This is an optimization exercise on Yosys and OpenROAD, whose aim is small area, a short achievable clock period and few clock cycles per item, not a production implementation.
At most, simulation tests tie the RTL to the original design; equivalence was not proved.
Function not checked in runs 1 and 2: the RTL went through the layout flow alone.

## flow/design.v (module list and top-level ports; edited modules follow where they fit)
// module Calvalid: 910 lines
// module CalvalidR: 913 lines
// module LowN: 9 lines
// module LowR: 3 lines
// module HiBit: 5 lines
// module LowBit: 4 lines
// module And2: 3 lines
// module And3: 3 lines
// module And4: 3 lines
// module Nand2: 3 lines
// module Nand3: 3 lines
// module Nor2: 3 lines
// module Nor3: 3 lines
// module FullAdd: 4 lines
// module HitTest: 36 lines
// module RippleSub: 35 lines
module HitTest(
    input clk,
    input rst,
    input start,
    input rsel,
    input [15:0] x,
    input [15:0] y,
    input [15:0] notex,
    input [15:0] notey,
    input signed [15:0] indx,
    input signed [15:0] indy,
    output valJR,
    output valE,
    output valr,
    output valR,
    output reg ready
);
  // ...
==> flow/flow/run.sh <==
#!/bin/bash
set -euo pipefail
B="BUFFER_PORTS_ARGS=-buffer_cell sky130_fd_sc_hd__buf_1"
R=orfs/results/sky130hd/HitTest/base
bash standard.sh "$B" floorplan > standard_floorplan.log 2>&1
cat > upsize.tcl <<EOT
read_liberty $FLOW_HOME/platforms/sky130hd/lib/sky130_fd_sc_hd__tt_025C_1v80.lib
read_db $R/2_floorplan.odb
set n 0
foreach inst [[ord::get_db_block] getInsts] {
  set name [\$inst getName]
  if {[[\$inst getMaster] getName] eq "sky130_fd_sc_hd__dfxtp_1" && [string match {n[ab][xy]*} \$name]} {
    replace_cell \$name sky130_fd_sc_hd__dfxtp_4
    incr n
  }
}
puts "upsized \$n registers"
write_db $R/2_floorplan.odb
EOT
openroad -no_init -exit upsize.tcl > upsize.log 2>&1
bash standard.sh "$B" finish > standard_finish.log 2>&1
==> flow/standard.sh <==
#!/bin/bash
# synth_recipe.tcl (not shown) runs the flow's synth.tcl, then flattens the netlist and writes it again
# the make line also repeats each setting of config.mk as NAME=value (left out here)
make -C /OpenROAD-flow-scripts/flow DESIGN_CONFIG=/design/flow/config.mk WORK_HOME=/design/flow/orfs CLKGATE_MAP_FILE= SYNTH_SCRIPT=/design/flow/synth_recipe.tcl "${@:-finish}"
==> flow/config.mk <==
export PLATFORM = sky130hd
export DESIGN_NAME = HitTest
export DESIGN_NICKNAME = HitTest
export VERILOG_FILES = /design/flow/design.v
export SDC_FILE = /design/flow/constraint.sdc
export NUM_CORES = 4
export LEC_CHECK = 0
export CAP_MARGIN = 20
export CORE_MARGIN = 2
export CORE_UTILIZATION = 60
export SETUP_SLACK_MARGIN = 2.5
export SLEW_MARGIN = 20
export SYNTH_HIERARCHICAL = 1
export SYNTH_MINIMUM_KEEP_SIZE = 0
==> flow/constraint.sdc <==
create_clock -name core_clock -period 10.0 [get_ports {clk}]
set_input_delay 2.0000 -clock core_clock [delete_from_list [all_inputs] [get_ports {clk}]]
set_output_delay 2.0000 -clock core_clock [all_outputs]
set_load 0.01 [all_outputs]
==> flow_metrics.tcl, run 1 <==
set metrics [dict create \
    synth_top_cell_by_area "fa_1" \
    rsz0062_at_grt "false" \
    ctsHoldBuffers 0 \
    cts_sinks 70 \
    ios 105 \
    synth_edf_count 0 \
    postCtsSetupRepairBufs 0 \
    routabilityCongestion 0.893 \
    cts.path.max_buffers 2 \
    port-buffer-count 104 \
    synthTopCellsByCount "fa_1, nor2_1, clkbuf_1" \
    hold_viol 0 \
    syn_avg_cell_area_sq_um 10.4 \
    hold_end "rs" \
    fmaxAchievable_ghz 0.140 \
    drt-pass1-iter-count 5 \
    globalRouteMet2Util_pct 50.2 \
    min_from "rsel" \
    finalSetupTns_ps 0 \
    synth_top_family_by_area "adder cells" \
    rows 64 \
    status "no timing/DRC/antenna violations" \
    drive_gt1_share_pct 8.59 \
    met1_length_mm 17.4 \
    crit_top_cell "fa_1" \
]
==> module Calvalid, before the edit <==
module Calvalid(
    input [16:0] na, nb,
    input rsel,
    output inJR, inE, inR
);
wire [16:0] a = ~na;
wire [16:0] b = ~nb;
wire t1 = a[1] & ~a[0];
wire t2 = a[2] & ~a[1];
wire t3 = a[3] & ~a[2];
wire t4 = a[4] & ~a[3];
wire t5 = a[5] & ~a[4];
wire t6 = a[6] & ~a[5];
wire t7 = a[7] & ~a[6];
wire t8 = a[8] & ~a[7];
wire t9 = a[9] & ~a[8];
wire t10 = a[10] & ~a[9];
wire t11 = a[11] & ~a[10];
wire t12 = a[12] & ~a[11];
wire t13 = a[13] & ~a[12];
wire t14 = a[14] & ~a[13];
wire t15 = a[15] & ~a[14];
wire t16 = a[0] & a[1];
wire t17 = a[0] & a[2];
wire t18 = a[0] & a[3];
wire t19 = a[0] & a[4];
wire t20 = a[0] & a[5];
wire t21 = a[0] & a[6];
wire t22 = a[0] & a[7];
wire t23 = a[0] & a[8];
wire t24 = a[0] & a[9];
wire t25 = a[0] & a[10];
wire t26 = a[0] & a[11];
wire t27 = a[0] & a[12];
wire t28 = a[0] & a[13];
wire t29 = a[0] & a[14];
wire t30 = a[0] & a[15];
wire t31 = a[1] & a[2];
wire t32 = a[1] & a[3];
wire t33 = a[1] & a[4];
wire t34 = a[1] & a[5];
wire t35 = a[1] & a[6];
wire t36 = a[1] & a[7];
wire t37 = a[1] & a[8];
wire t38 = a[1] & a[9];
wire t39 = a[1] & a[10];
wire t40 = a[1] & a[11];
wire t41 = a[1] & a[12];
wire t42 = a[1] & a[13];
wire t43 = a[1] & a[14];
wire t44 = a[1] & a[15];
wire t45 = a[2] & a[3];
wire t46 = a[2] & a[4];
wire t47 = a[2] & a[5];
wire t48 = a[2] & a[6];
wire t49 = a[2] & a[7];
wire t50 = a[2] & a[8];
wire t51 = a[2] & a[9];
wire t52 = a[2] & a[10];
wire t53 = a[2] & a[11];
wire t54 = a[2] & a[12];
wire t55 = a[2] & a[13];
wire t56 = a[2] & a[14];
wire t57 = a[2] & a[15];
wire t58 = a[3] & a[4];
wire t59 = a[3] & a[5];
wire t60 = a[3] & a[6];
wire t61 = a[3] & a[7];
wire t62 = a[3] & a[8];
wire t63 = a[3] & a[9];
wire t64 = a[3] & a[10];
wire t65 = a[3] & a[11];
wire t66 = a[3] & a[12];
wire t67 = a[3] & a[13];
wire t68 = a[3] & a[14];
wire t69 = a[3] & a[15];
wire t70 = a[4] & a[5];
wire t71 = a[4] & a[6];
wire t72 = a[4] & a[7];
wire t73 = a[4] & a[8];
wire t74 = a[4] & a[9];
wire t75 = a[4] & a[10];
wire t76 = a[4] & a[11];
wire t77 = a[4] & a[12];
wire t78 = a[4] & a[13];
wire t79 = a[4] & a[14];
wire t80 = a[4] & a[15];
wire t81 = a[5] & a[6];
wire t82 = a[5] & a[7];
wire t83 = a[5] & a[8];
wire t84 = a[5] & a[9];
wire t85 = a[5] & a[10];
wire t86 = a[5] & a[11];
wire t87 = a[5] & a[12];
wire t88 = a[5] & a[13];
wire t89 = a[5] & a[14];
wire t90 = a[5] & a[15];
wire t91 = a[6] & a[7];
wire t92 = a[6] & a[8];
wire t93 = a[6] & a[9];
wire t94 = a[6] & a[10];
wire t95 = a[6] & a[11];
wire t96 = a[6] & a[12];
wire t97 = a[6] & a[13];
wire t98 = a[6] & a[14];
wire t99 = a[6] & a[15];
wire t100 = a[7] & a[8];
wire t101 = a[7] & a[9];
wire t102 = a[7] & a[10];
wire t103 = a[7] & a[11];
wire t104 = a[7] & a[12];
wire t105 = a[7] & a[13];
wire t106 = a[7] & a[14];
wire t107 = a[7] & a[15];
wire t108 = a[8] & a[9];
wire t109 = a[8] & a[10];
wire t110 = a[8] & a[11];
wire t111 = a[8] & a[12];
wire t112 = a[8] & a[13];
wire t113 = a[8] & a[14];
wire t114 = a[8] & a[15];
wire t115 = a[9] & a[10];
wire t116 = a[9] & a[11];
wire t117 = a[9] & a[12];
wire t118 = a[9] & a[13];
wire t119 = a[9] & a[14];
wire t120 = a[9] & a[15];
wire t121 = a[10] & a[11];
wire t122 = a[10] & a[12];
wire t123 = a[10] & a[13];
wire t124 = a[10] & a[14];
wire t125 = a[10] & a[15];
wire t126 = a[11] & a[12];
wire t127 = a[11] & a[13];
wire t128 = a[11] & a[14];
wire t129 = a[11] & a[15];
wire t130 = a[12] & a[13];
wire t131 = a[12] & a[14];
wire t132 = a[12] & a[15];
wire t133 = a[13] & a[14];
wire t134 = a[13] & a[15];
wire t135 = a[14] & a[15];
wire t136 = ~(a[16] & a[0]);
wire t137 = ~(a[16] & a[1]);
wire t138 = ~(a[16] & a[2]);
wire t139 = ~(a[16] & a[3]);
wire t140 = ~(a[16] & a[4]);
wire t141 = ~(a[16] & a[5]);
wire t142 = ~(a[16] & a[6]);
wire t143 = ~(a[16] & a[7]);
wire t144 = ~(a[16] & a[8]);
wire t145 = ~(a[16] & a[9]);
wire t146 = ~(a[16] & a[10]);
wire t147 = ~(a[16] & a[11]);
wire t148 = ~(a[16] & a[12]);
wire t149 = ~(a[16] & a[13]);
wire t150 = ~(a[16] & a[14]);
wire t151 = b[1] & ~b[0];
wire t152 = b[2] & ~b[1];
wire t153 = b[3] & ~b[2];
wire t154 = b[4] & ~b[3];
wire t155 = b[5] & ~b[4];
wire t156 = b[6] & ~b[5];
wire t157 = b[7] & ~b[6];
wire t158 = b[8] & ~b[7];
wire t159 = b[9] & ~b[8];
wire t160 = b[10] & ~b[9];
wire t161 = b[11] & ~b[10];
wire t162 = b[12] & ~b[11];
wire t163 = b[13] & ~b[12];
wire t164 = b[14] & ~b[13];
wire t165 = b[15] & ~b[14];
wire t166 = b[0] & b[1];
wire t167 = b[0] & b[2];
wire t168 = b[0] & b[3];
wire t169 = b[0] & b[4];
wire t170 = b[0] & b[5];
wire t171 = b[0] & b[6];
wire t172 = b[0] & b[7];
wire t173 = b[0] & b[8];
wire t174 = b[0] & b[9];
wire t175 = b[0] & b[10];
wire t176 = b[0] & b[11];
wire t177 = b[0] & b[12];
wire t178 = b[0] & b[13];
wire t179 = b[0] & b[14];
wire t180 = b[0] & b[15];
wire t181 = b[1] & b[2];
wire t182 = b[1] & b[3];
wire t183 = b[1] & b[4];
wire t184 = b[1] & b[5];
wire t185 = b[1] & b[6];
wire t186 = b[1] & b[7];
wire t187 = b[1] & b[8];
wire t188 = b[1] & b[9];
wire t189 = b[1] & b[10];
wire t190 = b[1] & b[11];
wire t191 = b[1] & b[12];
wire t192 = b[1] & b[13];
wire t193 = b[1] & b[14];
wire t194 = b[1] & b[15];
wire t195 = b[2] & b[3];
wire t196 = b[2] & b[4];
wire t197 = b[2] & b[5];
wire t198 = b[2] & b[6];
wire t199 = b[2] & b[7];
wire t200 = b[2] & b[8];
wire t201 = b[2] & b[9];
wire t202 = b[2] & b[10];
wire t203 = b[2] & b[11];
wire t204 = b[2] & b[12];
wire t205 = b[2] & b[13];
wire t206 = b[2] & b[14];
wire t207 = b[2] & b[15];
wire t208 = b[3] & b[4];
wire t209 = b[3] & b[5];
wire t210 = b[3] & b[6];
wire t211 = b[3] & b[7];
wire t212 = b[3] & b[8];
wire t213 = b[3] & b[9];
wire t214 = b[3] & b[10];
wire t215 = b[3] & b[11];
wire t216 = b[3] & b[12];
wire t217 = b[3] & b[13];
wire t218 = b[3] & b[14];
wire t219 = b[3] & b[15];
wire t220 = b[4] & b[5];
wire t221 = b[4] & b[6];
wire t222 = b[4] & b[7];
wire t223 = b[4] & b[8];
wire t224 = b[4] & b[9];
wire t225 = b[4] & b[10];
wire t226 = b[4] & b[11];
wire t227 = b[4] & b[12];
wire t228 = b[4] & b[13];
wire t229 = b[4] & b[14];
wire t230 = b[4] & b[15];
wire t231 = b[5] & b[6];
wire t232 = b[5] & b[7];
wire t233 = b[5] & b[8];
wire t234 = b[5] & b[9];
wire t235 = b[5] & b[10];
wire t236 = b[5] & b[11];
wire t237 = b[5] & b[12];
wire t238 = b[5] & b[13];
wire t239 = b[5] & b[14];
wire t240 = b[5] & b[15];
wire t241 = b[6] & b[7];
wire t242 = b[6] & b[8];
wire t243 = b[6] & b[9];
wire t244 = b[6] & b[10];
wire t245 = b[6] & b[11];
wire t246 = b[6] & b[12];
wire t247 = b[6] & b[13];
wire t248 = b[6] & b[14];
wire t249 = b[6] & b[15];
wire t250 = b[7] & b[8];
wire t251 = b[7] & b[9];
wire t252 = b[7] & b[10];
wire t253 = b[7] & b[11];
wire t254 = b[7] & b[12];
wire t255 = b[7] & b[13];
wire t256 = b[7] & b[14];
wire t257 = b[7] & b[15];
wire t258 = b[8] & b[9];
wire t259 = b[8] & b[10];
wire t260 = b[8] & b[11];
wire t261 = b[8] & b[12];
wire t262 = b[8] & b[13];
wire t263 = b[8] & b[14];
wire t264 = b[8] & b[15];
wire t265 = b[9] & b[10];
wire t266 = b[9] & b[11];
wire t267 = b[9] & b[12];
wire t268 = b[9] & b[13];
wire t269 = b[9] & b[14];
wire t270 = b[9] & b[15];
wire t271 = b[10] & b[11];
wire t272 = b[10] & b[12];
wire t273 = b[10] & b[13];
wire t274 = b[10] & b[14];
wire t275 = b[10] & b[15];
wire t276 = b[11] & b[12];
wire t277 = b[11] & b[13];
wire t278 = b[11] & b[14];
wire t279 = b[11] & b[15];
wire t280 = b[12] & b[13];
wire t281 = b[12] & b[14];
wire t282 = b[12] & b[15];
wire t283 = b[13] & b[14];
wire t284 = b[13] & b[15];
wire t285 = b[14] & b[15];
wire t286 = ~(b[16] & b[0]);
wire t287 = ~(b[16] & b[1]);
wire t288 = ~(b[16] & b[2]);
wire t289 = ~(b[16] & b[3]);
wire t290 = ~(b[16] & b[4]);
wire t291 = ~(b[16] & b[5]);
wire t292 = ~(b[16] & b[6]);
wire t293 = ~(b[16] & b[7]);
wire t294 = ~(b[16] & b[8]);
wire t295 = ~(b[16] & b[9]);
wire t296 = ~(b[16] & b[10]);
wire t297 = ~(b[16] & b[11]);
wire t298 = ~(b[16] & b[12]);
wire t299 = ~(b[16] & b[13]);
wire t300 = ~(b[16] & b[14]);
wire s301, c301;
FullAdd fa301(.a(t16), .b(t17), .c(t166), .s(s301), .co(c301));
wire s302, c302;
FullAdd fa302(.a(t2), .b(t18), .c(t152), .s(s302), .co(c302));
wire s303, c303;
FullAdd fa303(.a(t19), .b(t31), .c(t32), .s(s303), .co(c303));
wire s304, c304;
FullAdd fa304(.a(t169), .b(t181), .c(t182), .s(s304), .co(c304));
wire s305, c305;
FullAdd fa305(.a(t3), .b(t20), .c(t33), .s(s305), .co(c305));
wire s306, c306;
FullAdd fa306(.a(t153), .b(t170), .c(t183), .s(s306), .co(c306));
wire s307, c307;
FullAdd fa307(.a(t21), .b(t34), .c(t45), .s(s307), .co(c307));
wire s308, c308;
FullAdd fa308(.a(t46), .b(t171), .c(t184), .s(s308), .co(c308));
wire s309 = t195 ^ t196;
wire c309 = t195 & t196;
wire s310, c310;
FullAdd fa310(.a(t4), .b(t22), .c(t35), .s(s310), .co(c310));
wire s311, c311;
FullAdd fa311(.a(t47), .b(t154), .c(t172), .s(s311), .co(c311));
wire s312 = t185 ^ t197;
wire c312 = t185 & t197;
wire s313, c313;
FullAdd fa313(.a(t23), .b(t36), .c(t48), .s(s313), .co(c313));
wire s314, c314;
FullAdd fa314(.a(t58), .b(t59), .c(t173), .s(s314), .co(c314));
wire s315, c315;
FullAdd fa315(.a(t186), .b(t198), .c(t208), .s(s315), .co(c315));
wire s316, c316;
FullAdd fa316(.a(t5), .b(t24), .c(t37), .s(s316), .co(c316));
wire s317, c317;
FullAdd fa317(.a(t49), .b(t60), .c(t155), .s(s317), .co(c317));
wire s318, c318;
FullAdd fa318(.a(t174), .b(t187), .c(t199), .s(s318), .co(c318));
wire s319, c319;
FullAdd fa319(.a(t25), .b(t38), .c(t50), .s(s319), .co(c319));
wire s320, c320;
FullAdd fa320(.a(t61), .b(t70), .c(t71), .s(s320), .co(c320));
wire s321, c321;
FullAdd fa321(.a(t175), .b(t188), .c(t200), .s(s321), .co(c321));
wire s322, c322;
FullAdd fa322(.a(t211), .b(t220), .c(t221), .s(s322), .co(c322));
wire s323, c323;
FullAdd fa323(.a(t6), .b(t26), .c(t39), .s(s323), .co(c323));
wire s324, c324;
FullAdd fa324(.a(t51), .b(t62), .c(t72), .s(s324), .co(c324));
wire s325, c325;
FullAdd fa325(.a(t156), .b(t176), .c(t189), .s(s325), .co(c325));
wire s326, c326;
FullAdd fa326(.a(t201), .b(t212), .c(t222), .s(s326), .co(c326));
wire s327, c327;
FullAdd fa327(.a(t27), .b(t40), .c(t52), .s(s327), .co(c327));
wire s328, c328;
FullAdd fa328(.a(t63), .b(t73), .c(t81), .s(s328), .co(c328));
wire s329 = t82 ^ t177;
wire c329 = t82 & t177;
wire s330, c330;
FullAdd fa330(.a(t7), .b(t28), .c(t41), .s(s330), .co(c330));
wire s331, c331;
FullAdd fa331(.a(t53), .b(t64), .c(t74), .s(s331), .co(c331));
wire s332, c332;
FullAdd fa332(.a(t29), .b(t42), .c(t54), .s(s332), .co(c332));
wire s333, c333;
FullAdd fa333(.a(t65), .b(t75), .c(t84), .s(s333), .co(c333));
wire s334 = t91 ^ t92;
wire c334 = t91 & t92;
wire s335, c335;
FullAdd fa335(.a(t8), .b(t30), .c(t43), .s(s335), .co(c335));
wire s336, c336;
FullAdd fa336(.a(t55), .b(t66), .c(t76), .s(s336), .co(c336));
wire s337, c337;
FullAdd fa337(.a(t85), .b(t93), .c(t158), .s(s337), .co(c337));
wire s338, c338;
FullAdd fa338(.a(t44), .b(t56), .c(t67), .s(s338), .co(c338));
wire s339, c339;
FullAdd fa339(.a(t77), .b(t86), .c(t94), .s(s339), .co(c339));
wire s340, c340;
FullAdd fa340(.a(t100), .b(t101), .c(t136), .s(s340), .co(c340));
wire s341, c341;
FullAdd fa341(.a(t194), .b(t206), .c(t217), .s(s341), .co(c341));
wire s342, c342;
FullAdd fa342(.a(t9), .b(t57), .c(t68), .s(s342), .co(c342));
wire s343, c343;
FullAdd fa343(.a(t78), .b(t87), .c(t95), .s(s343), .co(c343));
wire s344, c344;
FullAdd fa344(.a(t102), .b(t137), .c(t159), .s(s344), .co(c344));
wire s345 = t207 ^ t218;
wire c345 = t207 & t218;
wire s346, c346;
FullAdd fa346(.a(t69), .b(t79), .c(t88), .s(s346), .co(c346));
wire s347, c347;
FullAdd fa347(.a(t96), .b(t103), .c(t108), .s(s347), .co(c347));
wire s348, c348;
FullAdd fa348(.a(t109), .b(t138), .c(t219), .s(s348), .co(c348));
wire s349 = t229 ^ t238;
wire c349 = t229 & t238;
wire s350, c350;
FullAdd fa350(.a(t10), .b(t80), .c(t89), .s(s350), .co(c350));
wire s351, c351;
FullAdd fa351(.a(t97), .b(t104), .c(t110), .s(s351), .co(c351));
wire s352 = t139 ^ t160;
wire c352 = t139 & t160;
wire s353, c353;
FullAdd fa353(.a(t90), .b(t98), .c(t105), .s(s353), .co(c353));
wire s354, c354;
FullAdd fa354(.a(t111), .b(t115), .c(t116), .s(s354), .co(c354));
wire s355 = t11 ^ t99;
wire c355 = t11 & t99;
wire s356 = t168 ^ c301;
wire c356 = t168 & c301;
wire s357, c357;
FullAdd fa357(.a(c302), .b(s303), .c(s304), .s(s357), .co(c357));
wire s358, c358;
FullAdd fa358(.a(c303), .b(c304), .c(s305), .s(s358), .co(c358));
wire s359, c359;
FullAdd fa359(.a(s309), .b(c305), .c(c306), .s(s359), .co(c359));
wire s360 = s307 ^ s308;
wire c360 = s307 & s308;
wire s361, c361;
FullAdd fa361(.a(c309), .b(s312), .c(c307), .s(s361), .co(c361));
wire s362, c362;
FullAdd fa362(.a(c308), .b(s310), .c(s311), .s(s362), .co(c362));
wire s363, c363;
FullAdd fa363(.a(t209), .b(c312), .c(c310), .s(s363), .co(c363));
wire s364, c364;
FullAdd fa364(.a(c311), .b(s313), .c(s314), .s(s364), .co(c364));
wire s365, c365;
FullAdd fa365(.a(t210), .b(c313), .c(c314), .s(s365), .co(c365));
wire s366, c366;
FullAdd fa366(.a(c315), .b(s316), .c(s317), .s(s366), .co(c366));
wire s367, c367;
FullAdd fa367(.a(c316), .b(c317), .c(c318), .s(s367), .co(c367));
wire s368, c368;
FullAdd fa368(.a(s319), .b(s320), .c(s321), .s(s368), .co(c368));
wire s369, c369;
FullAdd fa369(.a(c319), .b(c320), .c(c321), .s(s369), .co(c369));
wire s370, c370;
FullAdd fa370(.a(c322), .b(s323), .c(s324), .s(s370), .co(c370));
wire s371 = s325 ^ s326;
wire c371 = s325 & s326;
wire s372, c372;
FullAdd fa372(.a(t190), .b(t202), .c(t213), .s(s372), .co(c372));
wire s373, c373;
FullAdd fa373(.a(t223), .b(t231), .c(t232), .s(s373), .co(c373));
wire s374, c374;
FullAdd fa374(.a(s329), .b(c323), .c(c324), .s(s374), .co(c374));
wire s375 = c325 ^ c326;
wire c375 = c325 & c326;
wire s376, c376;
FullAdd fa376(.a(t83), .b(t157), .c(t178), .s(s376), .co(c376));
wire s377, c377;
FullAdd fa377(.a(t191), .b(t203), .c(t214), .s(s377), .co(c377));
wire s378, c378;
FullAdd fa378(.a(t224), .b(t233), .c(c329), .s(s378), .co(c378));
wire s379, c379;
FullAdd fa379(.a(c327), .b(c328), .c(s330), .s(s379), .co(c379));
wire s380, c380;
FullAdd fa380(.a(t179), .b(t192), .c(t204), .s(s380), .co(c380));
wire s381, c381;
FullAdd fa381(.a(t215), .b(t225), .c(t234), .s(s381), .co(c381));
wire s382, c382;
FullAdd fa382(.a(t241), .b(t242), .c(s334), .s(s382), .co(c382));
wire s383, c383;
FullAdd fa383(.a(c330), .b(c331), .c(s332), .s(s383), .co(c383));
wire s384, c384;
FullAdd fa384(.a(t180), .b(t193), .c(t205), .s(s384), .co(c384));
wire s385, c385;
FullAdd fa385(.a(t216), .b(t226), .c(t235), .s(s385), .co(c385));
wire s386, c386;
FullAdd fa386(.a(t243), .b(c334), .c(c332), .s(s386), .co(c386));
wire s387, c387;
FullAdd fa387(.a(c333), .b(s335), .c(s336), .s(s387), .co(c387));
wire s388, c388;
FullAdd fa388(.a(t227), .b(t236), .c(t244), .s(s388), .co(c388));
wire s389, c389;
FullAdd fa389(.a(t250), .b(t251), .c(t286), .s(s389), .co(c389));
wire s390, c390;
FullAdd fa390(.a(c335), .b(c336), .c(c337), .s(s390), .co(c390));
wire s391, c391;
FullAdd fa391(.a(s338), .b(s339), .c(s340), .s(s391), .co(c391));
wire s392, c392;
FullAdd fa392(.a(t228), .b(t237), .c(t245), .s(s392), .co(c392));
wire s393, c393;
FullAdd fa393(.a(t252), .b(t287), .c(s345), .s(s393), .co(c393));
wire s394, c394;
FullAdd fa394(.a(c338), .b(c339), .c(c340), .s(s394), .co(c394));
wire s395, c395;
FullAdd fa395(.a(c341), .b(s342), .c(s343), .s(s395), .co(c395));
wire s396, c396;
FullAdd fa396(.a(t246), .b(t253), .c(t258), .s(s396), .co(c396));
wire s397, c397;
FullAdd fa397(.a(t259), .b(t288), .c(c345), .s(s397), .co(c397));
wire s398, c398;
FullAdd fa398(.a(s349), .b(c342), .c(c343), .s(s398), .co(c398));
wire s399, c399;
FullAdd fa399(.a(c344), .b(s346), .c(s347), .s(s399), .co(c399));
wire s400, c400;
FullAdd fa400(.a(t230), .b(t239), .c(t247), .s(s400), .co(c400));
wire s401, c401;
FullAdd fa401(.a(t254), .b(t260), .c(t289), .s(s401), .co(c401));
wire s402, c402;
FullAdd fa402(.a(c349), .b(s352), .c(c346), .s(s402), .co(c402));
wire s403, c403;
FullAdd fa403(.a(c347), .b(c348), .c(s350), .s(s403), .co(c403));
wire s404, c404;
FullAdd fa404(.a(t140), .b(t240), .c(t248), .s(s404), .co(c404));
wire s405, c405;
FullAdd fa405(.a(t255), .b(t261), .c(t265), .s(s405), .co(c405));
wire s406, c406;
FullAdd fa406(.a(t266), .b(t290), .c(c352), .s(s406), .co(c406));
wire s407, c407;
FullAdd fa407(.a(c350), .b(c351), .c(s353), .s(s407), .co(c407));
wire s408, c408;
FullAdd fa408(.a(t106), .b(t112), .c(t117), .s(s408), .co(c408));
wire s409, c409;
FullAdd fa409(.a(t141), .b(t161), .c(t249), .s(s409), .co(c409));
wire s410, c410;
FullAdd fa410(.a(t256), .b(t262), .c(t267), .s(s410), .co(c410));
wire s411, c411;
FullAdd fa411(.a(t291), .b(s355), .c(c353), .s(s411), .co(c411));
wire s412, c412;
FullAdd fa412(.a(t107), .b(t113), .c(t118), .s(s412), .co(c412));
wire s413, c413;
FullAdd fa413(.a(t121), .b(t122), .c(t142), .s(s413), .co(c413));
wire s414, c414;
FullAdd fa414(.a(t257), .b(t263), .c(t268), .s(s414), .co(c414));
wire s415, c415;
FullAdd fa415(.a(t271), .b(t272), .c(t292), .s(s415), .co(c415));
wire s416, c416;
FullAdd fa416(.a(t12), .b(t114), .c(t119), .s(s416), .co(c416));
wire s417, c417;
FullAdd fa417(.a(t123), .b(t143), .c(t162), .s(s417), .co(c417));
wire s418 = t264 ^ t269;
wire c418 = t264 & t269;
wire s419, c419;
FullAdd fa419(.a(t120), .b(t124), .c(t126), .s(s419), .co(c419));
wire s420, c420;
FullAdd fa420(.a(t127), .b(t144), .c(t270), .s(s420), .co(c420));
wire s421 = t13 ^ t125;
wire c421 = t13 & t125;
wire s422 = s306 ^ c357;
wire c422 = s306 & c357;
wire s423, c423;
FullAdd fa423(.a(s360), .b(s359), .c(c358), .s(s423), .co(c423));
wire s424, c424;
FullAdd fa424(.a(c360), .b(c359), .c(s361), .s(s424), .co(c424));
wire s425, c425;
FullAdd fa425(.a(s315), .b(c361), .c(s363), .s(s425), .co(c425));
wire s426 = c362 ^ s364;
wire c426 = c362 & s364;
wire s427, c427;
FullAdd fa427(.a(s318), .b(c363), .c(s365), .s(s427), .co(c427));
wire s428 = c364 ^ s366;
wire c428 = c364 & s366;
wire s429, c429;
FullAdd fa429(.a(s322), .b(c365), .c(s367), .s(s429), .co(c429));
wire s430 = c366 ^ s368;
wire c430 = c366 & s368;
wire s431, c431;
FullAdd fa431(.a(s371), .b(c367), .c(s369), .s(s431), .co(c431));
wire s432 = c368 ^ s370;
wire c432 = c368 & s370;
wire s433, c433;
FullAdd fa433(.a(s372), .b(s373), .c(s327), .s(s433), .co(c433));
wire s434, c434;
FullAdd fa434(.a(s328), .b(c371), .c(s375), .s(s434), .co(c434));
wire s435 = c369 ^ s374;
wire c435 = c369 & s374;
wire s436, c436;
FullAdd fa436(.a(c372), .b(c373), .c(s376), .s(s436), .co(c436));
wire s437, c437;
FullAdd fa437(.a(s377), .b(s331), .c(c375), .s(s437), .co(c437));
wire s438, c438;
FullAdd fa438(.a(s378), .b(c374), .c(s379), .s(s438), .co(c438));
wire s439, c439;
FullAdd fa439(.a(c376), .b(c377), .c(s380), .s(s439), .co(c439));
wire s440, c440;
FullAdd fa440(.a(s381), .b(s333), .c(c378), .s(s440), .co(c440));
wire s441, c441;
FullAdd fa441(.a(s382), .b(c379), .c(s383), .s(s441), .co(c441));
wire s442, c442;
FullAdd fa442(.a(c380), .b(c381), .c(s384), .s(s442), .co(c442));
wire s443, c443;
FullAdd fa443(.a(s385), .b(s337), .c(c382), .s(s443), .co(c443));
wire s444, c444;
FullAdd fa444(.a(s386), .b(c383), .c(s387), .s(s444), .co(c444));
wire s445, c445;
FullAdd fa445(.a(c384), .b(c385), .c(s388), .s(s445), .co(c445));
wire s446, c446;
FullAdd fa446(.a(s389), .b(s341), .c(c386), .s(s446), .co(c446));
wire s447, c447;
FullAdd fa447(.a(s390), .b(c387), .c(s391), .s(s447), .co(c447));
wire s448, c448;
FullAdd fa448(.a(c388), .b(c389), .c(s392), .s(s448), .co(c448));
wire s449, c449;
FullAdd fa449(.a(s344), .b(s393), .c(c390), .s(s449), .co(c449));
wire s450, c450;
FullAdd fa450(.a(s394), .b(c391), .c(s395), .s(s450), .co(c450));
wire s451, c451;
FullAdd fa451(.a(c392), .b(s396), .c(s348), .s(s451), .co(c451));
wire s452, c452;
FullAdd fa452(.a(c393), .b(s397), .c(c394), .s(s452), .co(c452));
wire s453, c453;
FullAdd fa453(.a(s398), .b(c395), .c(s399), .s(s453), .co(c453));
wire s454, c454;
FullAdd fa454(.a(c396), .b(s400), .c(s401), .s(s454), .co(c454));
wire s455, c455;
FullAdd fa455(.a(s351), .b(c397), .c(c398), .s(s455), .co(c455));
wire s456, c456;
FullAdd fa456(.a(s402), .b(c399), .c(s403), .s(s456), .co(c456));
wire s457, c457;
FullAdd fa457(.a(c400), .b(c401), .c(s404), .s(s457), .co(c457));
wire s458, c458;
FullAdd fa458(.a(s405), .b(s354), .c(s406), .s(s458), .co(c458));
wire s459, c459;
FullAdd fa459(.a(c402), .b(c403), .c(s407), .s(s459), .co(c459));
wire s460, c460;
FullAdd fa460(.a(c354), .b(c404), .c(c405), .s(s460), .co(c460));
wire s461, c461;
FullAdd fa461(.a(s408), .b(s409), .c(s410), .s(s461), .co(c461));
wire s462, c462;
FullAdd fa462(.a(c406), .b(s411), .c(c407), .s(s462), .co(c462));
wire s463, c463;
FullAdd fa463(.a(c355), .b(c408), .c(c409), .s(s463), .co(c463));
wire s464, c464;
FullAdd fa464(.a(c410), .b(s412), .c(s413), .s(s464), .co(c464));
wire s465, c465;
FullAdd fa465(.a(s414), .b(s415), .c(c411), .s(s465), .co(c465));
wire s466, c466;
FullAdd fa466(.a(t273), .b(t293), .c(s418), .s(s466), .co(c466));
wire s467, c467;
FullAdd fa467(.a(c412), .b(c413), .c(c414), .s(s467), .co(c467));
wire s468, c468;
FullAdd fa468(.a(c415), .b(s416), .c(s417), .s(s468), .co(c468));
wire s469, c469;
FullAdd fa469(.a(t274), .b(t276), .c(t277), .s(s469), .co(c469));
wire s470, c470;
FullAdd fa470(.a(t294), .b(c418), .c(c416), .s(s470), .co(c470));
wire s471, c471;
FullAdd fa471(.a(c417), .b(s419), .c(s420), .s(s471), .co(c471));
wire s472, c472;
FullAdd fa472(.a(t128), .b(t145), .c(t163), .s(s472), .co(c472));
wire s473, c473;
FullAdd fa473(.a(t275), .b(t278), .c(t295), .s(s473), .co(c473));
wire s474, c474;
FullAdd fa474(.a(s421), .b(c419), .c(c420), .s(s474), .co(c474));
wire s475, c475;
FullAdd fa475(.a(t129), .b(t130), .c(t131), .s(s475), .co(c475));
wire s476, c476;
FullAdd fa476(.a(t146), .b(t279), .c(t280), .s(s476), .co(c476));
wire s477, c477;
FullAdd fa477(.a(t281), .b(t296), .c(c421), .s(s477), .co(c477));
wire s478, c478;
FullAdd fa478(.a(t14), .b(t132), .c(t147), .s(s478), .co(c478));
wire s479 = t164 ^ t282;
wire c479 = t164 & t282;
wire s480, c480;
FullAdd fa480(.a(t133), .b(t134), .c(t148), .s(s480), .co(c480));
wire s481 = s362 ^ c423;
wire c481 = s362 & c423;
wire s482, c482;
FullAdd fa482(.a(s426), .b(c424), .c(s425), .s(s482), .co(c482));
wire s483, c483;
FullAdd fa483(.a(c426), .b(s428), .c(c425), .s(s483), .co(c483));
wire s484, c484;
FullAdd fa484(.a(c428), .b(s430), .c(c427), .s(s484), .co(c484));
wire s485, c485;
FullAdd fa485(.a(c430), .b(s432), .c(c429), .s(s485), .co(c485));
wire s486, c486;
FullAdd fa486(.a(c370), .b(s433), .c(s434), .s(s486), .co(c486));
wire s487 = s435 ^ c432;
wire c487 = s435 & c432;
wire s488, c488;
FullAdd fa488(.a(c433), .b(s436), .c(s437), .s(s488), .co(c488));
wire s489, c489;
FullAdd fa489(.a(c434), .b(c435), .c(s438), .s(s489), .co(c489));
wire s490, c490;
FullAdd fa490(.a(c436), .b(s439), .c(c437), .s(s490), .co(c490));
wire s491, c491;
FullAdd fa491(.a(s440), .b(c438), .c(s441), .s(s491), .co(c491));
wire s492, c492;
FullAdd fa492(.a(c439), .b(s442), .c(c440), .s(s492), .co(c492));
wire s493, c493;
FullAdd fa493(.a(s443), .b(c441), .c(s444), .s(s493), .co(c493));
wire s494, c494;
FullAdd fa494(.a(c442), .b(s445), .c(c443), .s(s494), .co(c494));
wire s495, c495;
FullAdd fa495(.a(s446), .b(c444), .c(s447), .s(s495), .co(c495));
wire s496, c496;
FullAdd fa496(.a(c445), .b(s448), .c(c446), .s(s496), .co(c496));
wire s497, c497;
FullAdd fa497(.a(s449), .b(c447), .c(s450), .s(s497), .co(c497));
wire s498, c498;
FullAdd fa498(.a(c448), .b(s451), .c(c449), .s(s498), .co(c498));
wire s499, c499;
FullAdd fa499(.a(s452), .b(c450), .c(s453), .s(s499), .co(c499));
wire s500, c500;
FullAdd fa500(.a(c451), .b(s454), .c(c452), .s(s500), .co(c500));
wire s501, c501;
FullAdd fa501(.a(s455), .b(c453), .c(s456), .s(s501), .co(c501));
wire s502, c502;
FullAdd fa502(.a(c454), .b(s457), .c(s458), .s(s502), .co(c502));
wire s503, c503;
FullAdd fa503(.a(c455), .b(c456), .c(s459), .s(s503), .co(c503));
wire s504, c504;
FullAdd fa504(.a(s460), .b(c457), .c(s461), .s(s504), .co(c504));
wire s505, c505;
FullAdd fa505(.a(c458), .b(s462), .c(c459), .s(s505), .co(c505));
wire s506, c506;
FullAdd fa506(.a(c460), .b(s463), .c(c461), .s(s506), .co(c506));
wire s507, c507;
FullAdd fa507(.a(s464), .b(c462), .c(s465), .s(s507), .co(c507));
wire s508, c508;
FullAdd fa508(.a(s466), .b(c463), .c(s467), .s(s508), .co(c508));
wire s509, c509;
FullAdd fa509(.a(c464), .b(s468), .c(c465), .s(s509), .co(c509));
wire s510, c510;
FullAdd fa510(.a(s469), .b(c466), .c(c467), .s(s510), .co(c510));
wire s511, c511;
FullAdd fa511(.a(s470), .b(c468), .c(s471), .s(s511), .co(c511));
wire s512, c512;
FullAdd fa512(.a(c469), .b(s472), .c(s473), .s(s512), .co(c512));
wire s513, c513;
FullAdd fa513(.a(c470), .b(s474), .c(c471), .s(s513), .co(c513));
wire s514, c514;
FullAdd fa514(.a(c472), .b(c473), .c(s475), .s(s514), .co(c514));
wire s515, c515;
FullAdd fa515(.a(s476), .b(s477), .c(c474), .s(s515), .co(c515));
wire s516, c516;
FullAdd fa516(.a(t297), .b(s479), .c(c475), .s(s516), .co(c516));
wire s517, c517;
FullAdd fa517(.a(c476), .b(s478), .c(c477), .s(s517), .co(c517));
wire s518, c518;
FullAdd fa518(.a(t283), .b(t284), .c(t298), .s(s518), .co(c518));
wire s519, c519;
FullAdd fa519(.a(c479), .b(c478), .c(s480), .s(s519), .co(c519));
wire s520, c520;
FullAdd fa520(.a(t15), .b(t149), .c(t165), .s(s520), .co(c520));
wire s521 = t299 ^ c480;
wire c521 = t299 & c480;
wire s522 = t135 ^ t150 ^ t285;
wire s523 = s427 ^ s483;
wire c523 = s427 & s483;
wire s524, c524;
FullAdd fa524(.a(s429), .b(c483), .c(s484), .s(s524), .co(c524));
wire s525, c525;
FullAdd fa525(.a(s431), .b(c484), .c(s485), .s(s525), .co(c525));
wire s526, c526;
FullAdd fa526(.a(c431), .b(s487), .c(s486), .s(s526), .co(c526));
wire s527, c527;
FullAdd fa527(.a(c487), .b(s488), .c(c486), .s(s527), .co(c527));
wire s528, c528;
FullAdd fa528(.a(c488), .b(s490), .c(c489), .s(s528), .co(c528));
wire s529, c529;
FullAdd fa529(.a(c490), .b(s492), .c(c491), .s(s529), .co(c529));
wire s530, c530;
FullAdd fa530(.a(c492), .b(s494), .c(c493), .s(s530), .co(c530));
wire s531, c531;
FullAdd fa531(.a(c494), .b(s496), .c(c495), .s(s531), .co(c531));
wire s532, c532;
FullAdd fa532(.a(c496), .b(s498), .c(c497), .s(s532), .co(c532));
wire s533, c533;
FullAdd fa533(.a(c498), .b(s500), .c(c499), .s(s533), .co(c533));
wire s534, c534;
FullAdd fa534(.a(s502), .b(c500), .c(c501), .s(s534), .co(c534));
wire s535, c535;
FullAdd fa535(.a(s504), .b(c502), .c(c503), .s(s535), .co(c535));
wire s536, c536;
FullAdd fa536(.a(s506), .b(c504), .c(s507), .s(s536), .co(c536));
wire s537, c537;
FullAdd fa537(.a(c506), .b(s508), .c(s509), .s(s537), .co(c537));
wire s538, c538;
FullAdd fa538(.a(c508), .b(s510), .c(s511), .s(s538), .co(c538));
wire s539, c539;
FullAdd fa539(.a(s512), .b(c510), .c(s513), .s(s539), .co(c539));
wire s540, c540;
FullAdd fa540(.a(c512), .b(s514), .c(c513), .s(s540), .co(c540));
wire s541, c541;
FullAdd fa541(.a(s516), .b(c514), .c(s517), .s(s541), .co(c541));
wire s542, c542;
FullAdd fa542(.a(s518), .b(c516), .c(s519), .s(s542), .co(c542));
wire s543, c543;
FullAdd fa543(.a(c518), .b(s520), .c(s521), .s(s543), .co(c543));
wire s544 = t300 ^ c520 ^ s522;
wire s545 = c485 ^ s526;
wire c545 = c485 & s526;
wire s546, c546;
FullAdd fa546(.a(s489), .b(c526), .c(s527), .s(s546), .co(c546));
wire s547, c547;
FullAdd fa547(.a(s491), .b(c527), .c(s528), .s(s547), .co(c547));
wire s548, c548;
FullAdd fa548(.a(s493), .b(c528), .c(s529), .s(s548), .co(c548));
wire s549, c549;
FullAdd fa549(.a(s495), .b(c529), .c(s530), .s(s549), .co(c549));
wire s550, c550;
FullAdd fa550(.a(s497), .b(c530), .c(s531), .s(s550), .co(c550));
wire s551, c551;
FullAdd fa551(.a(s499), .b(c531), .c(s532), .s(s551), .co(c551));
wire s552, c552;
FullAdd fa552(.a(s501), .b(c532), .c(s533), .s(s552), .co(c552));
wire s553, c553;
FullAdd fa553(.a(s503), .b(c533), .c(s534), .s(s553), .co(c553));
wire s554, c554;
FullAdd fa554(.a(s505), .b(c534), .c(s535), .s(s554), .co(c554));
wire s555, c555;
FullAdd fa555(.a(c505), .b(c535), .c(s536), .s(s555), .co(c555));
wire s556, c556;
FullAdd fa556(.a(c507), .b(s537), .c(c536), .s(s556), .co(c556));
wire s557, c557;
FullAdd fa557(.a(c509), .b(s538), .c(c537), .s(s557), .co(c557));
wire s558, c558;
FullAdd fa558(.a(c511), .b(s539), .c(c538), .s(s558), .co(c558));
wire s559, c559;
FullAdd fa559(.a(s515), .b(s540), .c(c539), .s(s559), .co(c559));
wire s560, c560;
FullAdd fa560(.a(c515), .b(s541), .c(c540), .s(s560), .co(c560));
wire s561, c561;
FullAdd fa561(.a(c517), .b(s542), .c(c541), .s(s561), .co(c561));
wire s562, c562;
FullAdd fa562(.a(c519), .b(s543), .c(c542), .s(s562), .co(c562));
wire s563 = c521 ^ s544 ^ c543;
wire s564 = a[0] ^ b[0];
wire c564 = a[0] & b[0];
wire s565 = t1 ^ t151;
wire c565 = t1 & t151;
wire s566, c566;
FullAdd fa566(.a(t167), .b(c565), .c(s301), .s(s566), .co(c566));
wire s567, c567;
FullAdd fa567(.a(s302), .b(s356), .c(c566), .s(s567), .co(c567));
wire s568, c568;
FullAdd fa568(.a(c356), .b(s357), .c(c567), .s(s568), .co(c568));
wire [5:0] ll = {s568, s567, s566, s565, c564, s564};
wire cr = c568;
wire [6:0] lx = {c524, c523, c482, c481, s424, c422, s358};
wire [6:0] ly = {s525, s524, s523, s482, s481, s423, s422};
wire cl;
wire h569;
LowBit #(.ZI(0)) hb569(.x(s545), .y(c525), .c(cl), .ok(h569));
wire okl = h569;
wire h570;
HiBit #(.ZI(0), .ZP(0)) hb570(.x(s546), .y(c545), .xp(s545), .yp(c525), .ok(h570));
wire h571;
HiBit #(.ZI(0), .ZP(0)) hb571(.x(s547), .y(c546), .xp(s546), .yp(c545), .ok(h571));
wire h572;
HiBit #(.ZI(0), .ZP(0)) hb572(.x(s548), .y(c547), .xp(s547), .yp(c546), .ok(h572));
wire h573;
HiBit #(.ZI(0), .ZP(0)) hb573(.x(s549), .y(c548), .xp(s548), .yp(c547), .ok(h573));
wire h574;
HiBit #(.ZI(1), .ZP(0)) hb574(.x(s550), .y(c549), .xp(s549), .yp(c548), .ok(h574));
wire h575;
HiBit #(.ZI(1), .ZP(1)) hb575(.x(s551), .y(c550), .xp(s550), .yp(c549), .ok(h575));
wire h576;
HiBit #(.ZI(1), .ZP(1)) hb576(.x(s552), .y(c551), .xp(s551), .yp(c550), .ok(h576));
wire h577;
HiBit #(.ZI(1), .ZP(1)) hb577(.x(s553), .y(c552), .xp(s552), .yp(c551), .ok(h577));
wire h578;
HiBit #(.ZI(1), .ZP(1)) hb578(.x(s554), .y(c553), .xp(s553), .yp(c552), .ok(h578));
wire h579;
HiBit #(.ZI(1), .ZP(1)) hb579(.x(s555), .y(c554), .xp(s554), .yp(c553), .ok(h579));
wire h580;
HiBit #(.ZI(1), .ZP(1)) hb580(.x(s556), .y(c555), .xp(s555), .yp(c554), .ok(h580));
wire h581;
HiBit #(.ZI(1), .ZP(1)) hb581(.x(s557), .y(c556), .xp(s556), .yp(c555), .ok(h581));
wire h582;
HiBit #(.ZI(1), .ZP(1)) hb582(.x(s558), .y(c557), .xp(s557), .yp(c556), .ok(h582));
wire h583;
HiBit #(.ZI(1), .ZP(1)) hb583(.x(s559), .y(c558), .xp(s558), .yp(c557), .ok(h583));
wire h584;
HiBit #(.ZI(1), .ZP(1)) hb584(.x(s560), .y(c559), .xp(s559), .yp(c558), .ok(h584));
wire h585;
HiBit #(.ZI(1), .ZP(1)) hb585(.x(s561), .y(c560), .xp(s560), .yp(c559), .ok(h585));
wire h586;
HiBit #(.ZI(1), .ZP(1)) hb586(.x(s562), .y(c561), .xp(s561), .yp(c560), .ok(h586));
wire h587;
HiBit #(.ZI(1), .ZP(1)) hb587(.x(s563), .y(c562), .xp(s562), .yp(c561), .ok(h587));
wire lJR, lE, lR;
LowN low(.ll(ll), .cr(cr), .lx(lx), .ly(ly), .rsel(rsel), .c(cl), .inJR(lJR), .inE(lE), .inR(lR));
wire q588;
Nand3 g588(.a(h570), .b(h571), .c(h572), .y(q588));
wire q589;
Nand3 g589(.a(h573), .b(h574), .c(h575), .y(q589));
wire q590;
Nand3 g590(.a(h576), .b(h577), .c(h578), .y(q590));
wire q591;
Nand3 g591(.a(h579), .b(h580), .c(h581), .y(q591));
wire q592;
Nand3 g592(.a(h582), .b(h583), .c(h584), .y(q592));
wire q593;
Nand3 g593(.a(h585), .b(h586), .c(h587), .y(q593));
wire q594;
Nor3 g594(.a(q588), .b(q589), .c(q590), .y(q594));
wire q595;
Nor3 g595(.a(q591), .b(q592), .c(q593), .y(q595));
wire q596;
Nand2 g596(.a(q594), .b(q595), .y(q596));
wire q597;
assign q597 = ~q596;
assign inJR = q597 & okl & lJR;
assign inE = q597 & okl & lE;
assign inR = q597 & okl & lR;
endmodule
==> module RippleSub, before the edit <==
module RippleSub(
    input [15:0] np,
    input [15:0] c,
    output [16:0] nd
);
wire [16:0] u = {np[15], np};
wire [16:0] v = {c[15], c};
wire [17:0] k;
wire [8:0] g = u[8:0] & v[8:0];
wire [8:0] t = u[8:0] | v[8:0];
wire G1 = g[1] | (t[1] & g[0]);
wire G2 = g[3] | (t[3] & g[2]);
wire T2 = t[3] & t[2];
wire G3 = G2 | (T2 & G1);
wire G4 = g[5] | (t[5] & g[4]);
wire T4 = t[5] & t[4];
wire G5 = g[7] | (t[7] & g[6]);
wire T5 = t[7] & t[6];
wire G6 = G5 | (T5 & G4);
wire T6 = T5 & T4;
wire G7 = G6 | (T6 & G3);
wire G8 = g[8] | (t[8] & G7);
assign k[0] = 1'b0;
assign k[9] = G8;
assign nd[0] = u[0] ^ v[0];
assign k[1] = g[0];
genvar i;
generate for (i = 1; i < 17; i = i + 1) begin : r
    if (i != 8) begin : f
        FullAdd fa(.a(u[i]), .b(v[i]), .c(k[i]), .s(nd[i]), .co(k[i + 1]));
    end else begin : e
        assign nd[i] = u[i] ^ v[i] ^ k[i];
    end
end endgenerate
endmodule
==> run 2: changes to the inputs <==
--- a/flow/design.v
+++ b/flow/design.v
@@ -895,23 +895,19 @@
 wire q592;
 Nand3 g592(.a(h582), .b(h583), .c(h584), .y(q592));
 wire q593;
 Nand3 g593(.a(h585), .b(h586), .c(h587), .y(q593));
 wire q594;
 Nor3 g594(.a(q588), .b(q589), .c(q590), .y(q594));
 wire q595;
 Nor3 g595(.a(q591), .b(q592), .c(q593), .y(q595));
-wire q596;
-Nand2 g596(.a(q594), .b(q595), .y(q596));
-wire q597;
-assign q597 = ~q596;
-assign inJR = q597 & okl & lJR;
-assign inE = q597 & okl & lE;
-assign inR = q597 & okl & lR;
+And4 g596(.a(q594), .b(q595), .c(lJR), .d(okl), .y(inJR));
+And4 g597(.a(q594), .b(q595), .c(lE), .d(okl), .y(inE));
+And4 g598(.a(q594), .b(q595), .c(lR), .d(okl), .y(inR));
 endmodule
 module CalvalidR(
     input [16:0] na, nb,
     input rsel,
     output inR
 );
 wire [16:0] a = ~na;
 wire [16:0] b = ~nb;
@@ -1810,21 +1806,19 @@
 wire q596;
 Nand2 g596(.a(h586), .b(h587), .y(q596));
 wire q597;
 Nor3 g597(.a(q588), .b(q589), .c(q590), .y(q597));
 wire q598;
 Nor3 g598(.a(q591), .b(q592), .c(q593), .y(q598));
 wire q599;
 Nor3 g599(.a(q594), .b(q595), .c(q596), .y(q599));
-wire q600;
-Nand3 g600(.a(q597), .b(q598), .c(q599), .y(q600));
-wire q601;
-assign q601 = ~q600;
-assign inR = q601 & okl & lR;
+wire ol600;
+And2 g601(.a(lR), .b(okl), .y(ol600));
+And4 g602(.a(q597), .b(q598), .c(q599), .d(ol600), .y(inR));
 endmodule
 module LowN(input [5:0] ll, input cr, input [6:0] lx, ly, input rsel,
             output c, inJR, inE, inR);
 wire [6:0] lh;
 assign {c, lh} = lx + ly + cr;
 wire [12:0] l = {lh, ll};
 assign inJR = l <= 13'd5625;
 assign inE = l <= 13'd1024;
@@ -1906,35 +1900,32 @@
 module RippleSub(
     input [15:0] np,
     input [15:0] c,
     output [16:0] nd
 );
 wire [16:0] u = {np[15], np};
 wire [16:0] v = {c[15], c};
 wire [17:0] k;
-wire [8:0] g = u[8:0] & v[8:0];
-wire [8:0] t = u[8:0] | v[8:0];
+wire [6:0] g = u[6:0] & v[6:0];
+wire [6:0] t = u[6:0] | v[6:0];
 wire G1 = g[1] | (t[1] & g[0]);
 wire G2 = g[3] | (t[3] & g[2]);
 wire T2 = t[3] & t[2];
 wire G3 = G2 | (T2 & G1);
 wire G4 = g[5] | (t[5] & g[4]);
 wire T4 = t[5] & t[4];
-wire G5 = g[7] | (t[7] & g[6]);
-wire T5 = t[7] & t[6];
-wire G6 = G5 | (T5 & G4);
-wire T6 = T5 & T4;
-wire G7 = G6 | (T6 & G3);
-wire G8 = g[8] | (t[8] & G7);
+wire G5 = g[6] | (t[6] & G4);
+wire T5 = t[6] & T4;
+wire G6 = G5 | (T5 & G3);
 assign k[0] = 1'b0;
-assign k[9] = G8;
+assign k[7] = G6;
 assign nd[0] = u[0] ^ v[0];
 assign k[1] = g[0];
 genvar i;
 generate for (i = 1; i < 17; i = i + 1) begin : r
-    if (i != 8) begin : f
+    if (i != 6) begin : f
         FullAdd fa(.a(u[i]), .b(v[i]), .c(k[i]), .s(nd[i]), .co(k[i + 1]));
     end else begin : e
         assign nd[i] = u[i] ^ v[i] ^ k[i];
     end
 end endgenerate
 endmodule
==> run 2 against run 1 <==
- non-clock buffer count is the same
- global-route usage grew 0.84 points
- critical path depth shrank 2
- still clean on timing, DRC and antenna
- via count shrank 0.27%
- wire length grew 2.3%
- clock-buffer cell count grew 3
- sequential cell count is the same
- core utilization grew 0.63 points
- highest routed layer unchanged
==> flow_metrics.tcl, run 2 <==
set metrics [dict create \
    status "no timing/DRC/antenna violations" \
    drt-pass1-iter-count 5 \
    timing.final.max_slew_violations 0 \
    crit_end "valr" \
    routabilityCongestion 0.898 \
    die_w_um 179 \
    cts_tree "yes" \
    synth_warnings 7 \
    worst_pin_slew_ps 459 \
    drtIter0Drc 635 \
    crit_start "nax[2]" \
    syn_nets 2455 \
    grt_start_max_net_pins 19 \
    vias 12400 \
    min_path_type "in2reg" \
    synth_top_cell_area_share_pct 58.6 \
    start_util_pct 61.4 \
    finalSetupTns_ps 0 \
    cts-root-buf "clkbuf_16" \
    fill_cells 2465 \
    syn_to_final_growth_pct 4.79 \
    viasPerCell 5.85 \
    place_area_sq_um 18900 \
    layout.nets 2438 \
    synthTopCellsByCount "fa_1, nor2_1, clkbuf_1" \
    synth_ff_type "dfxtp_1" \
    rsz0062_at_grt "false" \
    syn-cell-area_sq_um 18300 \
    cts.path.max_buffers 2 \
    synth.most_common_cell "fa_1" \
    cp_max_fo 18 \
    wl_per_cell_um 21.4 \
    min_period_over_period_pct 71.0 \
    async_reset_ff_share_pct 0 \
    port-buffer-count 104 \
    drive_gt1_share_pct 8.68 \
    postCtsSetupRepairBufs 0 \
    die_area_sq_um 31900 \
    die_y_um 179 \
    rows 63 \
    synth.area.top_cells "fa_1, nor2_1, dfxtp_1" \
    worstPathRequired_ps 8000 \
    antenna_found_initial 3 \
    ios 105 \
    setup_viol 0 \
    slew_headroom_pct 69.4 \
    yosysSeqAreaShare_pct 7.66 \
    hold_viol 0 \
    cts_resized 0 \
    grt_pass1_wl_mm 75.8 \
    ys_seq_elements 70 \
    grtUsageTotal_pct 31.7 \
    period_needed_ps 7100 \
    final_cell_mix "fa_1, nor2_1, buf_1" \
    cts_sinks 70 \
    critPathCaptureType "output port" \
    crit_type "reg2out" \
    synth_top_cell_by_area "fa_1" \
    synth_edf_count 0 \
    grt_pass1_vias 14200 \
    start_kind "register" \
    arrival_ps 5100 \
    fin_area_sq_um 19200 \
    stdcell_count 2120 \
    grt_overflow 0 \
    hold_slack_ps 1780 \
    syn_avg_cell_area_sq_um 10.5 \
    ant_nets 0 \
    fmaxAchievable_ghz 0.141 \
    coreArea_sq_um 29800 \
    drc 0 \
    h-tree-depth 3 \
    ctsHoldBuffers 0 \
    maxCapViolCount 0 \
    wl_mm 45.3 \
    dp_hpwl_mm 35.6 \
    cts_inserted_buffers 9 \
    synthCells 1740 \
    synthDistinctLibCells 49 \
    clk_pin_slew_ps 50 \
    dp.cells 2102 \
    layout_commonest_cell "fa_1" \
]
-- run 2: changes by cell type after synthesis, moves of 2 or more --
cell | before | now
nor3_1 | 8 | 4
o21ai_1 | 9 | 1
o21ai_2 | 0 | 4
or3_1 | 4 | 0
and2_1 | 3 | 1
a221oi_1 | 4 | 0
nand2_1 | 36 | 34
a211o_1 | 0 | 4
nor4_1 | 5 | 1
and4_1 | 0 | 4
-- run 2: layout make-up --
type / count / area, sq um / area share (%)
Antenna cell: 2 / 5.00 / 0.0261
Clock buffer: 14 / 254 / 1.32
Clock inverter: 2 / 8.76 / 0.0457
Inverter: 55 / 206 / 1.08
Multi-Input combinational cell: 1483 / 16200 / 84.3
Sequential cell: 70 / 1660 / 8.64
Tap cell: 390 / 488 / 2.55
Timing Repair Buffer: 104 / 390 / 2.04
-- run 2: kinds of logic after synthesis --
logic type	Yosys count	synth area share, %
AOI/OAI and AO/OA	65	2.42
and+or+nand+nor	700	16.6
xor gates and xnor gates	103	5.23
adders and majority gates	615	64.0
DFF	70	7.66
buffers and inverters	187	4.00
-- run 2: how the worst min path moves through the flow --
stage	from	to	slack, ps	cells past startpoint
floorplan	rsel	rs	2030	0
global route	rsel	rs	1780	1
finish	rsel	rs	1780	1
detailed placement	rsel	rs	2120	1
CTS	rsel	rs	1770	1
global placement	rsel	rs	2090	1
-- run 2: critical path: stages, from the launching register on --
cell	delay (ps)
dfxtp_4	410
or2_2	330
fa_1	440
fa_1	490
fa_1	400
fa_1	410
fa_1	400
fa_1	560
xor2_1	200
xnor2_1	140
nand3_1	150
nor3_2	420
and4_1	250
buf_1	150
-- run 2: through the flow --
stage | setup WS, ps | utilization (%)
global placement | 2990 | 63.4
CTS | 2820 | 64.3
global route | 2570 | 64.3
finish | 2900 | 64.3
floorplan | 3210 | -
detailed placement | 2850 | 63.4
-- run 2: modules after synthesis, one instance, submodules excluded, a selection --
module / flops+latches / copies in the design / cell area (sq um)
RippleSub: 0 / 4 / 129
LowR: 0 / 1 / 141
FullAdd: 0 / 534 / 20.0
HitTest: 70 / 1 / 1540
And4: 0 / 4 / 8.76
LowN: 0 / 1 / 499
And2: 0 / 1 / 6.26
CalvalidR: 0 / 1 / 1850
Nand3: 0 / 13 / 5.00
Calvalid: 0 / 1 / 1940
Nand2: 0 / 2 / 3.75
-- run 2: layer usage --
layer  up-vias  wire [um]  global-route usage, %
li1       5245          -                      -
met1      6631      17700                   41.8
met2       433      23600                   55.0
met3        98       2500                   3.37
met4         0       1450                   11.0
met5         -          0                      0
==> run 3: changes to the inputs <==
--- a/flow/design.v
+++ b/flow/design.v
@@ -1906,6 +1906,6 @@
 wire [16:0] v = {c[15], c};
 wire [17:0] k;
-wire [6:0] g = u[6:0] & v[6:0];
-wire [6:0] t = u[6:0] | v[6:0];
+wire [8:0] g = u[8:0] & v[8:0];
+wire [8:0] t = u[8:0] | v[8:0];
 wire G1 = g[1] | (t[1] & g[0]);
 wire G2 = g[3] | (t[3] & g[2]);
@@ -1914,14 +1914,17 @@
 wire G4 = g[5] | (t[5] & g[4]);
 wire T4 = t[5] & t[4];
-wire G5 = g[6] | (t[6] & G4);
-wire T5 = t[6] & T4;
-wire G6 = G5 | (T5 & G3);
+wire G5 = g[7] | (t[7] & g[6]);
+wire T5 = t[7] & t[6];
+wire G6 = G5 | (T5 & G4);
+wire T6 = T5 & T4;
+wire G7 = G6 | (T6 & G3);
+wire G8 = g[8] | (t[8] & G7);
 assign k[0] = 1'b0;
-assign k[7] = G6;
+assign k[9] = G8;
 assign nd[0] = u[0] ^ v[0];
 assign k[1] = g[0];
 genvar i;
 generate for (i = 1; i < 17; i = i + 1) begin : r
-    if (i != 6) begin : f
+    if (i != 8) begin : f
         FullAdd fa(.a(u[i]), .b(v[i]), .c(k[i]), .s(nd[i]), .co(k[i + 1]));
     end else begin : e
--- a/flow/flow/run.sh
+++ b/flow/flow/run.sh
@@ -19,3 +19,5 @@
 EOT
 openroad -no_init -exit upsize.tcl > upsize.log 2>&1
-bash standard.sh "$B" finish > standard_finish.log 2>&1
+bash standard.sh "$B" SETUP_MOVE_SEQUENCE=sizeup,swap \
+  "CTS_ARGS=-sink_clustering_enable -repair_clock_nets -sink_clustering_size 40 -sink_clustering_max_diameter 400 -distance_between_buffers 400 -branching_point_buffers_distance 400" \
+  finish > standard_finish.log 2>&1
--- a/flow/config.mk
+++ b/flow/config.mk
@@ -9,5 +9,5 @@
 export CORE_MARGIN = 2
 export CORE_UTILIZATION = 60
-export SETUP_SLACK_MARGIN = 2.5
+export SETUP_SLACK_MARGIN = 3.3
 export SLEW_MARGIN = 20
 export SYNTH_HIERARCHICAL = 1
==> run 3 against run 2 <==
- sequential cell count unchanged
- via count up 0.48%
- synthesized cell count up 0.92%
- critical endpoint is now valJR
- critical path depth unchanged
- setup slack better by 200 ps
- clock-buffer cell count down 3
- sequential share of layout area down 0.080 points
- wire length up 2.2%
- worst hold slack worse by 30 ps
- still clean on timing, DRC and antenna
==> flow_metrics.tcl, run 3 <==
set metrics [dict create \
    start_util_pct 60.5 \
    syn_nets 2471 \
    drt-pass1-iter-count 5 \
    period_needed_ps 6890 \
    layout_commonest_cell "fa_1" \
    cts-root-buf "clkbuf_16" \
    synth_top_cell_by_area "fa_1" \
    multi_input_area_sq_um 16300 \
    timing.final.max_slew_violations 0 \
    min_path_type "in2reg" \
    fill_cells 2490 \
    cts_sinks 70 \
    synth.area.top_cells "fa_1, nor2_1, dfxtp_1" \
    ios 105 \
    min_period_over_period_pct 68.9 \
    maxCapViolCount 0 \
    syn_to_final_growth_pct 5.34 \
    die_y_um 179 \
    slew_headroom_pct 65.8 \
    grt_pass1_wl_mm 75.7 \
    synthTopCellsByCount "fa_1, nor2_1, clkbuf_1" \
    worstPathRequired_ps 8000 \
    grtUsageTotal_pct 31.8 \
    yosysSeqAreaShare_pct 7.63 \
    cp_max_fo 18 \
    syn_avg_cell_area_sq_um 10.5 \
    drc 0 \
    wl_met3_mm 3.30 \
    clk_pin_slew_ps 60 \
    synth_edf_count 0 \
    routed.top_layer "met5" \
    met1_length_mm 18.7 \
    synthCells 1756 \
    regArea_sq_um 1660 \
    stdcell_count 2140 \
    crit_start "nax[8]" \
    cts_tree "yes" \
    cts_inserted_buffers 9 \
    grt_start_max_net_pins 19 \
    arrival_ps 4890 \
    port-buffer-count 104 \
    synth_ff_type "dfxtp_1" \
    critPathCaptureType "output port" \
    routabilityCongestion 0.883 \
    cts.path.max_buffers 2 \
    grt_pass1_vias 13800 \
    rsz0062_at_grt "true" \
    coreArea_sq_um 30300 \
    syn-cell-area_sq_um 18400 \
    dpl_worst_slack_ps 3330 \
    setup_viol 0 \
    start_kind "register" \
    async_reset_ff_share_pct 0 \
    die_w_um 179 \
    h-tree-depth 3 \
    final_cell_mix "fa_1, nor2_1, buf_1" \
    dp.cells 2124 \
    postCtsSetupRepairBufs 0 \
    die_area_sq_um 32000 \
    wl_mm 46.3 \
    drive_gt1_share_pct 10.0 \
    ctsHoldBuffers 0 \
    synth_top_cell_area_share_pct 58.4 \
    hold_viol 0 \
    worst_pin_slew_ps 509 \
    synth_warnings 7 \
    ys_seq_elements 70 \
    wl_per_cell_um 21.7 \
    rows 64 \
    viasPerCell 5.83 \
    grt_overflow 0 \
    diodes 0 \
    crit_type "reg2out" \
    post-route-util_pct 63.8 \
    status "no timing/DRC/antenna violations" \
    synth.most_common_cell "fa_1" \
    drtIter0Drc 698 \
    fmaxAchievable_ghz 0.145 \
    dp_hpwl_mm 36.9 \
    synthDistinctLibCells 49 \
    setup_ws_ps 3110 \
    finalSetupTns_ps 0 \
    ant_nets 0 \
    layout.nets 2454 \
    crit_end "valJR" \
    wl_met2_mm 23.3 \
    antenna_found_initial 2 \
    vias 12500 \
]
-- run 3: changes by cell type in the layout (fill, tap and decap cells not counted), sizes merged, moves of 2 or more --
cell,previous run,this run
clkinv,3,5
or3,0,4
clkbuf,14,11
a211o,4,0
diode,2,0
o21ai,8,12
nor3,9,13
a221oi,0,4
nor4,1,5
-- run 3: logic make-up after synthesis --
group | after synthesis | synth area share [%]
adder cells (fa/ha/maj) | 615 | 63.8
buffers and inverters | 187 | 3.98
flip-flops | 70 | 7.63
AND/OR/NAND/NOR | 712 | 17.0
AO/OA/AOI/OAI | 69 | 2.44
XOR/XNOR | 103 | 5.21
-- run 3: per-stage QoR --
| step | instance area (sq um) | hold WS (ps) |
|---|---|---|
| detailed placement | 19000 | 2100 |
| finish | 19400 | 1750 |
| CTS | 19300 | 1730 |
| global placement | 19000 | 2100 |
| floorplan | 18400 | 2030 |
| global route | 19400 | 1740 |
-- run 3: area by class of cell --
cell class	instances	share of cell area, %
flip-flops and latches	70	8.56
inverters	55	1.07
multi-input cells	1499	84.4
well taps	396	2.56
repair buffers	104	2.04
clock buffers	11	1.20
clock inverters	5	0.136
-- run 3: how the worst min path moves through the flow --
stage | start | end | slack [ps] | cells after the start
after floorplan | rsel | rs | 2030 | 0
after global placement | rsel | rs | 2100 | 1
after detailed placement | rsel | rs | 2100 | 1
after CTS | rsel | rs | 1730 | 1
after global routing | rsel | rs | 1740 | 1
final | rsel | rs | 1750 | 1
-- run 3: worst max-delay path, stage by stage (launching register included) --
cell	delay, ps
dfxtp_4	500
nor2b_4	200
fa_2	460
fa_2	560
fa_2	440
fa_2	350
fa_2	540
fa_1	440
xor2_1	170
xnor2_1	160
nand3_1	130
nor3_4	250
and4_1	210
buf_2	130
-- run 3: modules after synthesis (local to each module, per instance), excerpt --
module     cells inside  area [sq um]
Nor3                  1          10.0
Calvalid            399          1940
And4                  1          8.76
And2                  1          6.26
FullAdd               1          20.0
LowN                 65           499
CalvalidR           392          1850
LowR                 19           141
HitTest             103          1540
Nand2                 1          3.75
Nand3                 1          5.00
RippleSub            22           148
-- run 3: routing by layer --
metal	global-route usage (%)	vias to the layer above
li1	-	5318
met1	42.3	6659
met2	53.4	424
met3	7.08	62
met4	8.06	4
met5	0	-
-- run 3: timing repair --
action | CTS | global route
gates resized for setup | 26 | 7
pin swaps | 14 | 5
endpoints found under the setup margin | 4 | 4
Testbench counts of run 3, summed over its fixed seeds: cycles 16,000, items 16,000.

[static timing again, ports no longer ideal]
Ports are ideal in the flow. The routed layouts listed here were re-timed in OpenROAD.
Step 1 sets driving cells, clkbuf_16 on the clock port and buf_2 on the other inputs (assumed; they add their load-dependent delay and slew).
Step 2 moves the port delays by t, midway between the first and last clock arrival at a register: inputs arrive t later, outputs are due t later. That takes back most of the time a late clock gives input paths.
a / b / c = ideal ports / drivers / drivers and shift; a / b = the first two.
run	t, ns	setup WS [ns]	worst hold slack (ns)	clock arrival spread, ns	cell pins on the clock port's net
run 1	0.385	2.878 / 2.832 / 3.217	1.760 / 1.739 / 2.124	0.008 / 0.008	1
run 2	0.379	2.905 / 2.860 / 2.819	1.778 / 1.765 / 2.144	0.005 / 0.006	1
run 3	0.390	3.106 / 3.057 / 3.447	1.748 / 1.726 / 2.116	0.010 / 0.010	1
After both steps setup and hold are still met in every run listed. The setup slack of run 2, which loses most, moves by -0.045 ns with the drivers and by -0.086 ns with both steps.
